Source: an optimization exercise on an open RTL-to-GDS flow (aim: a short achievable clock period and few clock cycles). Production flows keep margins and buffers that such runs may drop. RTL that was checked went through simulation tests only; none was proved equivalent to the original. Function not checked in run 2: the RTL went through the layout flow alone. Power is estimated from default activity; no workload was simulated.

==> design.v <==
module regfile (
    input         clk,
    input         we,
    input  [4:0]  wa,
    input  [31:0] wd,
    input  [31:1] oh1, oh2,
    output [31:0] rd1, rd2
);
    reg [31:0] rf [1:31];
    integer w, r;
    always @(posedge clk)
        for (w = 1; w < 32; w = w + 1)
            if (we && wa == w) rf[w] <= wd;
    reg [31:0] a, b;
    always @(*) begin
        a = 32'd0; b = 32'd0;
        for (r = 1; r < 32; r = r + 1) begin
            a = a | (rf[r] & {32{oh1[r]}});
            b = b | (rf[r] & {32{oh2[r]}});
        end
    end
    assign rd1 = a;
    assign rd2 = b;
endmodule
module controller (
    input  [31:0] instr,
    output        is_r, is_addi, is_lw, is_sw, is_beq, is_jal,
    output        use1, use2, wr, same,
    output        op_sub, op_and, op_or,
    output [31:1] oh1, oh2,
    output [31:0] imm, boff
);
    wire [6:0] op = instr[6:0];
    wire [2:0] f3 = instr[14:12];
    assign is_r    = op == 7'b0110011;
    assign is_addi = op == 7'b0010011;
    assign is_lw   = op == 7'b0000011;
    assign is_sw   = op == 7'b0100011;
    assign is_beq  = op == 7'b1100011;
    assign is_jal  = op == 7'b1101111;
    assign use1 = is_r | is_addi | is_lw | is_sw | is_beq;
    assign use2 = is_r | is_beq;
    assign wr   = (is_r | is_addi | is_lw | is_jal) & (instr[11:7] != 5'd0);
    assign same = instr[19:15] == instr[24:20];
    assign op_sub = is_r & ({instr[30], f3} == 4'b1000);
    assign op_or  = is_r & ({instr[30], f3} == 4'b0110);
    assign op_and = is_r & ({instr[30], f3} != 4'b0000) & ({instr[30], f3} != 4'b1000)
                         & ({instr[30], f3} != 4'b0110);
    genvar i;
    generate
        for (i = 1; i < 32; i = i + 1) begin : g_oh
            assign oh1[i] = instr[19:15] == i;
            assign oh2[i] = instr[24:20] == i;
        end
    endgenerate
    assign imm  = is_sw ? {{20{instr[31]}}, instr[31:25], instr[11:7]}
                        : {{20{instr[31]}}, instr[31:20]};
    assign boff = is_jal ? {{12{instr[31]}}, instr[31], instr[19:12], instr[20], instr[30:21]}
                         : {{20{instr[31]}}, instr[31], instr[7], instr[30:25], instr[11:8]};
endmodule
module datapath (
    input         clk, rst,
    input  [31:0] instr, dread_mem,
    output [31:0] instr_addr, result, rs2,
    output        datamem_en, datamem_we
);
    reg  [31:0] pc_f;
    assign instr_addr = pc_f;
    wire        d_r, d_addi, d_lw, d_sw, d_beq, d_jal, d_use1, d_use2, d_wr, d_same;
    wire        d_sub, d_and, d_or;
    wire [31:1] d_oh1, d_oh2;
    wire [31:0] d_imm, d_boff;
    controller dec (
        .instr(instr),
        .is_r(d_r), .is_addi(d_addi), .is_lw(d_lw), .is_sw(d_sw), .is_beq(d_beq), .is_jal(d_jal),
        .use1(d_use1), .use2(d_use2), .wr(d_wr), .same(d_same),
        .op_sub(d_sub), .op_and(d_and), .op_or(d_or),
        .oh1(d_oh1), .oh2(d_oh2), .imm(d_imm), .boff(d_boff)
    );
    reg        btb_v   [0:15];
    reg [3:0]  btb_tag [0:15];
    reg [7:0]  btb_tgt [0:15];
    wire [3:0] bi = pc_f[3:0];
    wire       btb_hit = btb_v[bi] && btb_tag[bi] == pc_f[7:4];
    wire [31:0] pc_seq = pc_f + 32'd1;
    wire [31:0] pc_pred = btb_hit ? {pc_f[31:8], btb_tgt[bi]} : pc_seq;
    reg         x_v;
    reg         x_r, x_addi, x_lw, x_sw, x_beq, x_jal, x_use1, x_use2, x_wr, x_same;
    reg         x_sub, x_and, x_or;
    reg  [31:1] x_oh1, x_oh2;
    reg  [31:0] x_imm, x_boff, x_pc;
    reg  [4:0]  x_rs1, x_rs2, x_rd;
    reg         m_v, m_lw, m_wr;
    reg  [4:0]  m_rd;
    reg  [31:0] m_res, m_st;
    reg         m_en, m_we;
    assign result     = m_res;
    assign rs2        = m_st;
    assign datamem_en = m_en;
    assign datamem_we = m_we;
    wire [31:0] rf1, rf2;
    wire        rf_we = m_v & m_wr;
    wire [31:0] rf_wd = m_lw ? dread_mem : m_res;
    regfile regfile (
        .clk(clk), .we(rf_we), .wa(m_rd), .wd(rf_wd),
        .oh1(x_oh1), .oh2(x_oh2), .rd1(rf1), .rd2(rf2)
    );
    wire hit1 = m_v & m_wr & (m_rd == x_rs1);
    wire hit2 = m_v & m_wr & (m_rd == x_rs2);
    wire stall = x_v & m_lw & ((x_use1 & hit1) | (x_use2 & hit2));
    wire [31:0] a  = hit1 ? m_res : rf1;
    wire [31:0] b2 = hit2 ? m_res : rf2;
    wire [31:0] b  = x_r ? b2 : x_imm;
    wire [31:0] s_add = a + b;
    wire [31:0] s_sub = a - b;
    wire [31:0] link  = x_pc + 32'd1;
    wire [31:0] x_res = x_jal ? link :
                        x_and ? (a & b) :
                        x_or  ? (a | b) :
                        x_sub ? s_sub : s_add;
    wire [31:0] st_data = (hit2 & m_lw) ? dread_mem : b2;
    wire [31:0] target = x_pc + x_boff;
    wire        taken  = x_jal | (x_beq & (a == b2));
    wire        go     = x_v & ~stall;
    wire        tgt_ok = target == pc_f;
    wire        seq_ok = link == pc_f;
    wire        mispredict = go & (taken ? ~tgt_ok : ~seq_ok);
    wire [31:0] redirect_pc = taken ? target : link;
    wire        btb_wr = go & (x_jal | (x_beq & x_same));
    integer k;
    always @(posedge clk) begin
        if (rst) begin
            pc_f <= 32'd0;
            x_v  <= 1'b0;
            m_v  <= 1'b0;
            m_en <= 1'b0;
            m_we <= 1'b0;
            for (k = 0; k < 16; k = k + 1) btb_v[k] <= 1'b0;
        end else begin
            if (mispredict)  pc_f <= redirect_pc;
            else if (!stall) pc_f <= pc_pred;
            if (mispredict)  x_v <= 1'b0;
            else if (!stall) x_v <= 1'b1;
            m_v  <= go;
            m_en <= go & (x_lw | x_sw);
            m_we <= go & x_sw;
            if (btb_wr) btb_v[x_pc[3:0]] <= 1'b1;
        end
        if (!stall) begin
            x_r <= d_r; x_addi <= d_addi; x_lw <= d_lw; x_sw <= d_sw; x_beq <= d_beq; x_jal <= d_jal;
            x_use1 <= d_use1; x_use2 <= d_use2; x_wr <= d_wr; x_same <= d_same;
            x_sub <= d_sub; x_and <= d_and; x_or <= d_or;
            x_oh1 <= d_oh1; x_oh2 <= d_oh2; x_imm <= d_imm; x_boff <= d_boff;
            x_pc <= pc_f;
            x_rs1 <= instr[19:15]; x_rs2 <= instr[24:20]; x_rd <= instr[11:7];
        end
        if (btb_wr) begin
            btb_tag[x_pc[3:0]] <= x_pc[7:4];
            btb_tgt[x_pc[3:0]] <= target[7:0];
        end
        m_lw  <= x_lw;
        m_wr  <= x_wr;
        m_rd  <= x_rd;
        m_res <= x_res;
        m_st  <= st_data;
    end
endmodule
module cpu(
    input clk,rst,
    input [31:0] instr, dread_mem,
    output [31:0] result, instr_addr, rs2,
    output instrmem_en,datamem_en, datamem_we
    );
    assign instrmem_en = 1'b1;   
    datapath datapath (
        .clk(clk), .rst(rst),
        .instr(instr), .dread_mem(dread_mem),
        .instr_addr(instr_addr), .result(result), .rs2(rs2),
        .datamem_en(datamem_en), .datamem_we(datamem_we)
    );
endmodule
==> run.sh <==
#!/bin/bash
# synth_recipe.tcl (not shown) runs the flow's synth.tcl, then flattens the netlist and writes it again
# the make line also repeats each setting of config.mk as NAME=value (left out here)
make -C /OpenROAD-flow-scripts/flow DESIGN_CONFIG=/design/flow/config.mk WORK_HOME=/design/flow/orfs CLKGATE_MAP_FILE= SYNTH_SCRIPT=/design/flow/synth_recipe.tcl finish
==> config.mk <==
export PLATFORM = sky130hd
export DESIGN_NAME = cpu
export DESIGN_NICKNAME = cpu
export VERILOG_FILES = /design/flow/design.v
export SDC_FILE = /design/flow/constraint.sdc
export NUM_CORES = 4
export LEC_CHECK = 0
export ABC_CLOCK_PERIOD_IN_PS = 4000
export CAP_MARGIN = 20
export CORE_MARGIN = 2
export CORE_UTILIZATION = 40
export SLEW_MARGIN = 20
==> constraint.sdc <==
create_clock -name core_clock -period 14.0 [get_ports {clk}]
set_input_delay 2.8000 -clock core_clock [delete_from_list [all_inputs] [get_ports {clk}]]
set_output_delay 2.8000 -clock core_clock [all_outputs]
set_load 0.01 [all_outputs]
==> results.yml, run 1 <==
synth:
  ys_warn_count: 3
  netlist_top_cells_area: "edfxtp_1, a22oi_1, dfxtp_1"
  synth_common_cells: "edfxtp_1, a22oi_1, nor2_1"
  ys_types: 93
  synth_top_area_frac: 0.600
  yosysTopAreaCell: "edfxtp_1"
  post_synth_inst_count: 4973
  syn_nets: 5118
  synth_seq_cells: 1457
  synth_most_common_cell: "edfxtp_1"
  async_flop_share: 0
  synth_ff_type: "edfxtp_1"
  avgSynthCellArea_sq_um: 13.4
  synth_area_sq_um: 66500
  ys_seq_area_frac: 0.638
  synth-edff-count: 1330
clocking:
  cts_resized: 0
  cts-root-buf: "clkbuf_16"
  clk_pin_slew_ns: 0.06
  cts_setup_buffers: 0
  cts_tree: "done"
  clockBufferDepth: 3
  clock_latency_ns: 0.83
  cts_hold_buf: 0
  clock-sinks: 1457
  h-tree-depth: 4
  cts-buffers-inserted: 157
power:
  p_clk_frac: 0.384
  power.internal_mw: 8.18
  powerDensity_nw_per_um2: 147
  p_seq_frac: 0.482
  combPwrFrac: 0.133
  p_leak_nw: 24.5
  ir_drop_v: 0.000127
  p_total_mw: 11.3
  p_sw_frac: 0.276
  switchingPower_mw: 3.12
detailed_routing:
  drt_iter0_markers: 12141
  vias_per_cell: 7.43
  drc: 0
  wl_per_cell_um: 42.0
  routed_wl_mm: 313
  drt_pass1_iterations: 13
  ant_nets: 0
  num_vias: 55411
global_route:
  grt_pass1_vias: 51392
  grt_antenna_before_repair: 14
  grt_max_degree: 84
  grt_pass1_wl_mm: 421
  grt_overflow_total: 0
  track_usage: 0.359
die:
  start_util: 0.403
  row_count: 149
  die_h_um: 412
  die_area_sq_um: 170000
  core-area_sq_um: 165000
  io_pins: 165
  die-width_um: 412
critical_path:
  critPathMaxFanout: 33
  start_kind: "flop"
  path_buf_inv: 1
  crit_family: "simple AND/OR/NAND/NOR gates"
  worstSetupStartpoint: "datapath.m_rd[4]"
  worst-endpoint-required_ns: 14.72
  r2r-start: "datapath.m_rd[4]"
  worstPathCellList: "xnor2_1 -> nand2_2 -> or3_4 -> a31oi_1 -> mux2i_1 -> nand3_1 -> nor4_1 -> inv_1 -> nor2_1 -> a21oi_1 -> xor2_1 -> ha_1 -> nand2_1 -> o31ai_1 -> a311o_1 -> a211oi_1 -> o31ai_1 -> a311oi_1 -> or3_1 -> a31o_2 -> a21oi_1"
  cp.arrival_ns: 8.73
  critical_path_class: "flop to flop"
  endpoint_kind: "flop"
  worst_path_largest_cell_delay_ns: 0.89
  critPathSlowestCell: "or3_4"
placement:
  place_hpwl_mm: 177
  placed_cells: 7148
  io_buffers: 163
  finalWeightedCongestion: 0.985
timing:
  fmax_ghz: 0.125
  period_share: 0.572
  slew_headroom: 0.0994
  skew_ns: 0.0503
  rsz0062_at_grt: "no"
  period_needed_ns: 8.01
  finalSetupViolCount: 0
  tightestPinTransition_ns: 1.34
  timing.final.max_slew_violations: 0
  hold_viol: 0
  tns_ns: 0
final_layout:
  final_net_count: 5265
  finalNonFillerCells: 7457
  syn2layout_area_growth_pct: 15.2
  final_util: 0.465
  drive_gt1_frac: 0.125
worst_hold_path:
  min_from: "datapath.x_rd[3]"
  worstHoldPathType: "flop to flop"
flow_run:
  cap_viol_max_count: 0
run_status:
  status: "complete, no violations"
-- flip-flops by register name, summed over array words and instances (netlist names), 5 cells and up, named ones only --
| name | count |
|---|---|
| datapath.x_rs2 | 5 |
| datapath.x_oh2 | 31 |
| datapath.btb_tgt | 128 |
| datapath.btb_tag | 64 |
| datapath.btb_v | 16 |
| datapath.m_st | 32 |
| datapath.x_boff | 20 |
| datapath.x_imm | 5 |
| datapath.x_oh1 | 31 |
| datapath.x_rs1 | 5 |
| datapath.m_res | 32 |
| datapath.x_pc | 32 |
| datapath.x_rd | 5 |
| datapath.regfile.rf | 992 |
| datapath.m_rd | 5 |
| datapath.pc_f | 32 |
-- final cells by class --
class / instances / area, sq um
diodes: 15 / 37.5
clock buffers: 203 / 4220
inverters: 49 / 189
fillers: 14517 / 88300
well taps: 2189 / 2740
multi-input cells: 3118 / 22900
clock inverters: 89 / 1120
flip-flops and latches: 1457 / 42500
repair buffers: 337 / 2960
-- path summary, 6_finish.rpt --
check                  endpoint  slack, ns  cells after the start
min reg2reg    datapath.m_rd[3]       0.35                      0
max          datapath.m_res[29]       5.99                     21
min            datapath.m_rd[3]       0.35                      0
max reg2reg  datapath.m_res[29]       5.99                     21
-- logic make-up (layout without fill, tap and decap cells) --
group           Yosys count  in the layout  synth area share
buf+inv                 398            678            0.0233
compound gates         1464           1464             0.162
other cells               1             16         0.0000564
fa+ha+maj                79             79            0.0151
xor+xnor                244            244            0.0347
flops                  1457           1457             0.638
mux                     168            168            0.0390
simple gates           1162           1162            0.0874
-- per-layer routing --
metal,part of all wire,routed length [um],track usage
met1,0.34,105000,0.433
met2,0.40,124000,0.498
met3,0.17,54400,0.187
met4,0.092,29000,0.236
met5,0.00067,211,0.00989
-- metrics by stage --
stage | cell area [sq um] | worst slack (ns) | hold slack [ns]
finish | 76700 | 5.99 | 0.349
global route | 76600 | 5.83 | 0.364
CTS | 76600 | 6.33 | 0.351
detailed placement | 71200 | 6.38 | 0.338
global placement | 71100 | 5.95 | 0.332
floorplan | 66500 | 7.29 | 0.323
-- cells in the final DEF (no fill, tap or decap), drive strengths merged, types with 90 or more instances in the layout --
cell / Yosys / routed
edfxtp: 1330 / 1330
a22oi: 838 / 838
nor2: 386 / 386
nand4: 221 / 221
clkbuf: 308 / 204
buf: 41 / 174
clkdlybuf4s50: 0 / 162
a21oi: 139 / 139
xnor2: 137 / 137
nand3: 130 / 130
dfxtp: 127 / 127
nand2: 126 / 126
xor2: 95 / 95
nor3: 92 / 92
o21ai: 90 / 90
-- worst reg2reg max path: cells and delay by family, from the launching register on --
kind                     cells  cell delay (ns)
multiplexers                 1             0.68
AO/OA/AOI/OAI                9             2.93
adder cells (fa/ha/maj)      1             0.37
buffers and inverters        1             0.10
AND/OR/NAND/NOR              7             3.05
flip-flops                   1             0.48
XOR/XNOR                     2             0.33
-- power by group through the flow --
stage	Sequential, mW	Combinational (mW)	Clock (mW)
finish	5.45	1.51	4.34
global route	5.45	1.58	4.52
CTS	5.43	1.44	4.35
detailed placement	5.52	1.44	0
global placement	5.52	1.42	0
floorplan	5.38	0.804	0
Testbench counts, summed over its fixed seeds: cycles 24,440.
==> inputs of run 2 (changes only) <==
--- a/design.v
+++ b/design.v
@@ -78,11 +78,14 @@
         .oh1(d_oh1), .oh2(d_oh2), .imm(d_imm), .boff(d_boff)
     );
-    reg        btb_v   [0:15];
-    reg [3:0]  btb_tag [0:15];
-    reg [7:0]  btb_tgt [0:15];
-    wire [3:0] bi = pc_f[3:0];
-    wire       btb_hit = btb_v[bi] && btb_tag[bi] == pc_f[7:4];
-    wire [31:0] pc_seq = pc_f + 32'd1;
-    wire [31:0] pc_pred = btb_hit ? {pc_f[31:8], btb_tgt[bi]} : pc_seq;
+    wire        f_beq   = instr[6:0] == 7'b1100011;
+    wire        f_taken = (instr[6:0] == 7'b1101111) |
+                          (f_beq & (instr[31] | (instr[19:15] == instr[24:20])));
+    wire [7:0]  f_off   = instr[2] ? instr[28:21] : {instr[28:25], instr[11:8]};
+    wire [7:0]  f_tlo   = pc_f[7:0] + f_off;
+    wire [31:0] pc_seq  = pc_f + 32'd1;
+    wire        fw      = x_v & x_wr;
+    wire        f_f1    = fw & (x_rd == instr[19:15]);
+    wire        f_f2    = fw & (x_rd == instr[24:20]);
+    wire [31:0] pc_pred = f_taken ? {pc_f[31:8], f_tlo} : pc_seq;
     reg         x_v;
     reg         x_r, x_addi, x_lw, x_sw, x_beq, x_jal, x_use1, x_use2, x_wr, x_same;
@@ -91,4 +94,5 @@
     reg  [31:0] x_imm, x_boff, x_pc;
     reg  [4:0]  x_rs1, x_rs2, x_rd;
+    reg         x_f1, x_f2;      
     reg         m_v, m_lw, m_wr;
     reg  [4:0]  m_rd;
@@ -106,9 +110,15 @@
         .oh1(x_oh1), .oh2(x_oh2), .rd1(rf1), .rd2(rf2)
     );
-    wire hit1 = m_v & m_wr & (m_rd == x_rs1);
-    wire hit2 = m_v & m_wr & (m_rd == x_rs2);
-    wire stall = x_v & m_lw & ((x_use1 & hit1) | (x_use2 & hit2));
-    wire [31:0] a  = hit1 ? m_res : rf1;
-    wire [31:0] b2 = hit2 ? m_res : rf2;
+    wire [31:1] x_rs1oh, x_rs2oh;
+    genvar gi;
+    generate
+        for (gi = 1; gi < 32; gi = gi + 1) begin : g_oh
+            assign x_rs1oh[gi] = x_rs1 == gi;
+            assign x_rs2oh[gi] = x_rs2 == gi;
+        end
+    endgenerate
+    wire stall = x_v & m_lw & ((x_use1 & x_f1) | (x_use2 & x_f2));
+    wire [31:0] a  = rf1 | (m_res & {32{x_f1}});
+    wire [31:0] b2 = rf2 | (m_res & {32{x_f2}});
     wire [31:0] b  = x_r ? b2 : x_imm;
     wire [31:0] s_add = a + b;
@@ -119,5 +129,5 @@
                         x_or  ? (a | b) :
                         x_sub ? s_sub : s_add;
-    wire [31:0] st_data = (hit2 & m_lw) ? dread_mem : b2;
+    wire [31:0] st_data = (x_f2 & m_lw) ? dread_mem : b2;
     wire [31:0] target = x_pc + x_boff;
     wire        taken  = x_jal | (x_beq & (a == b2));
@@ -127,6 +137,4 @@
     wire        mispredict = go & (taken ? ~tgt_ok : ~seq_ok);
     wire [31:0] redirect_pc = taken ? target : link;
-    wire        btb_wr = go & (x_jal | (x_beq & x_same));
-    integer k;
     always @(posedge clk) begin
         if (rst) begin
@@ -136,5 +144,4 @@
             m_en <= 1'b0;
             m_we <= 1'b0;
-            for (k = 0; k < 16; k = k + 1) btb_v[k] <= 1'b0;
         end else begin
             if (mispredict)  pc_f <= redirect_pc;
@@ -145,5 +152,15 @@
             m_en <= go & (x_lw | x_sw);
             m_we <= go & x_sw;
-            if (btb_wr) btb_v[x_pc[3:0]] <= 1'b1;
+        end
+        if (stall) begin
+            if (x_f1) x_oh1 <= x_rs1oh;
+            if (x_f2) x_oh2 <= x_rs2oh;
+            x_f1  <= 1'b0;
+            x_f2  <= 1'b0;
+        end else begin
+            x_f1  <= f_f1;
+            x_f2  <= f_f2;
+            x_oh1 <= d_oh1 & ~{31{f_f1}};
+            x_oh2 <= d_oh2 & ~{31{f_f2}};
         end
         if (!stall) begin
@@ -151,11 +168,7 @@
             x_use1 <= d_use1; x_use2 <= d_use2; x_wr <= d_wr; x_same <= d_same;
             x_sub <= d_sub; x_and <= d_and; x_or <= d_or;
-            x_oh1 <= d_oh1; x_oh2 <= d_oh2; x_imm <= d_imm; x_boff <= d_boff;
+            x_imm <= d_imm; x_boff <= d_boff;
             x_pc <= pc_f;
             x_rs1 <= instr[19:15]; x_rs2 <= instr[24:20]; x_rd <= instr[11:7];
-        end
-        if (btb_wr) begin
-            btb_tag[x_pc[3:0]] <= x_pc[7:4];
-            btb_tgt[x_pc[3:0]] <= target[7:0];
         end
         m_lw  <= x_lw;
==> flow/run.sh (new file) <==
#!/bin/bash
set -euo pipefail
cd "$(dirname "$0")/.."
bash standard.sh SETUP_SLACK_MARGIN=9.7 finish > make_finish.log 2>&1
==> standard.sh (new file) <==
#!/bin/bash
# synth_recipe.tcl (not shown) runs the flow's synth.tcl, then flattens the netlist and writes it again
# the make line also repeats each setting of config.mk as NAME=value (left out here)
make -C /OpenROAD-flow-scripts/flow DESIGN_CONFIG=/design/flow/config.mk WORK_HOME=/design/flow/orfs CLKGATE_MAP_FILE= SYNTH_SCRIPT=/design/flow/synth_recipe.tcl "${@:-finish}"
removed: run.sh
==> results.yml, run 2 <==
clocking:
  cts-buffers-inserted: 137
  clockBufferDepth: 3
  cts_tree: "done"
  h-tree-depth: 4
  clk_pin_slew_ns: 0.06
  cts-root-buf: "clkbuf_16"
  cts_hold_buf: 0
  clock_latency_ns: 0.82
  clock-sinks: 1246
timing:
  whs_ns: 0.397
  tns_ns: 0
  hold_viol: 0
  rsz0062_at_grt: "yes"
  period_share: 0.391
  skew_ns: 0.0626
  fmax_ghz: 0.183
  tightestPinTransition_ns: 1.22
  timing.final.max_slew_violations: 0
  finalSetupViolCount: 0
  slew_headroom: 0.189
  period_needed_ns: 5.48
synth:
  synth_most_common_cell: "edfxtp_1"
  synth_area_sq_um: 58800
  async_flop_share: 0
  synth_top_area_frac: 0.580
  ys_seq_area_frac: 0.617
  synth_ff_type: "edfxtp_1"
  syn_nets: 4806
  synth_common_cells: "edfxtp_1, a22oi_1, clkbuf_1"
  yosysTopAreaCell: "edfxtp_1"
  ys_warn_count: 3
  netlist_top_cells_area: "edfxtp_1, a22oi_1, dfxtp_1"
  synth-edff-count: 1137
  ys_types: 90
  post_synth_inst_count: 4656
  synth_seq_cells: 1246
  avgSynthCellArea_sq_um: 12.6
global_route:
  grt_use_met2: 0.559
  grt_busiest_layer: "met2"
  use_met3: 0.227
  grt_pass1_vias: 49979
  grt_overflow_total: 0
  grt_antenna_before_repair: 29
  grt_max_degree: 65
  grt_use_met1: 0.475
  track_usage: 0.404
  grt_pass1_wl_mm: 418
placement:
  finalWeightedCongestion: 0.963
  placed_cells: 6589
  io_buffers: 163
  place_hpwl_mm: 163
detailed_routing:
  num_vias: 54514
  drt_iter0_markers: 11460
  drt_pass1_iterations: 13
  vias_per_cell: 7.58
  drc: 0
  routed_wl_mm: 315
  wl_per_cell_um: 43.8
  ant_nets: 0
die:
  die_h_um: 388
  core-area_sq_um: 146000
  row_count: 140
  io_pins: 165
  die-width_um: 388
  start_util: 0.403
  die_area_sq_um: 150000
power:
  ir_drop_v: 0.000138
  p_total_mw: 10.3
  p_leak_nw: 25.0
  powerDensity_nw_per_um2: 139
final_layout:
  top_register: "datapath.regfile.rf"
  final_cell_mix: "edfxtp_1, a22oi_1, buf_4, nand4_1, nor2_1"
  seqCellArea_sq_um: 36600
  multi_input_comb_area_sq_um: 22900
  final_net_count: 5293
  drive_gt1_frac: 0.222
  fill_cells: 12442
  final_util: 0.507
  largest_reg_flops: 992
  syn2layout_area_growth_pct: 25.7
  layout_commonest_cell: "edfxtp_1"
  finalNonFillerCells: 7190
critical_path:
  start_kind: "flop"
  endpoint_kind: "flop"
  critPathSlowestCell: "or4_1"
  worst_path_largest_cell_delay_ns: 0.50
  critical_path_class: "flop to flop"
  worst-endpoint-required_ns: 14.64
  critPathMaxFanout: 32
  cp.arrival_ns: 6.11
worst_hold_path:
  worstHoldPathType: "flop to flop"
run_status:
  status: "complete, no violations"
flow_run:
  cap_viol_max_count: 0
## run 2: timing repair
action,4_1_cts,5_1_grt
resized for setup,673,80
pin swaps,94,54
setup buffers,248,50
setup endpoints to repair,187,94
gates cloned,30,3
## run 2: routing by layer
| layer | wire length [um] | share of wire |
|---|---|---|
| met5 | 520 | 0.0017 |
| met4 | 30300 | 0.096 |
| met3 | 57500 | 0.18 |
| met2 | 123000 | 0.39 |
| met1 | 103000 | 0.33 |
## run 2: power by group
part           total, mW  internal (mW)  switching [mW]
clock               3.75           2.14            1.61
sequential          4.73           4.53           0.201
combinational       1.82          0.634            1.19
total               10.3           7.31            3.00
## run 2: critical path, delay by kind of cell, from the launching register on
| kind | cells | cell delay, ns |
|---|---|---|
| simple gates | 11 | 2.06 |
| flops | 1 | 0.42 |
| xor+xnor | 1 | 0.14 |
| buf+inv | 2 | 0.48 |
| compound gates | 11 | 1.80 |
| fa+ha+maj | 1 | 0.31 |
## run 2: final timing paths
kind,start,endpoint,slack [ns],cells past startpoint
max,datapath.x_oh2[13],datapath.m_res[30],8.52,26
max reg2reg,datapath.x_oh2[13],datapath.m_res[30],8.52,26
min,datapath.x_lw,datapath.m_lw,0.40,0
min reg2reg,datapath.x_lw,datapath.m_lw,0.40,0
## run 2: cell families after synthesis
family                   Yosys count  share of synthesized area
buffers and inverters            399                     0.0261
adder cells (fa/ha/maj)           84                     0.0182
AND/OR/NAND/NOR                 1032                     0.0941
AO/OA/AOI/OAI                   1582                      0.194
flip-flops                      1246                      0.617
XOR/XNOR                         233                     0.0361
other                              1                  0.0000637
multiplexers                      79                     0.0145
## run 2: area by class of cell
type | instances | share of cell area
repair buffers | 675 | 0.0976
clock buffers | 173 | 0.0496
flip-flops and latches | 1246 | 0.494
well taps | 1917 | 0.0324
diodes | 21 | 0.000710
multi-input cells | 3011 | 0.309
inverters | 72 | 0.00369
clock inverters | 75 | 0.0129
## run 2: through the flow
stage / area [sq um] / setup slack (ns)
CTS: 73200 / 8.68
finish: 74000 / 8.52
detailed placement: 63700 / 7.81
floorplan: 59500 / 9.00
global route: 73900 / 8.44
global placement: 63700 / 7.73

## re-timing with driven ports
No port has a modelled driver above. Below, the same layouts with a new extraction and two added sets of constraints.
Step 1: set_driving_cell puts a clkbuf_16 on clk and a buf_2 on each other input, an assumption about the parent block.
Step 2 moves the port delays by t, midway between the first and last clock arrival at a register: inputs arrive t later, outputs are due t later. That takes back most of the time a late clock gives input paths.
Three values: no drivers, after step 1, after step 2; two values: the first two.
run | t (ns) | setup slack, ns | worst setup path at the end | slew at the worst register clock pin (ns)
run 1 | 0.887 | 5.990 / 5.990 / 5.990 | register to register | 0.07 / 0.07
run 2 | 0.863 | 8.525 / 8.525 / 8.438 | input to register | 0.07 / 0.07
After both steps setup and hold are still met in every run listed. For run 2, which loses most, drivers alone change the setup slack by 0.000 ns; drivers and shift together by -0.087 ns.
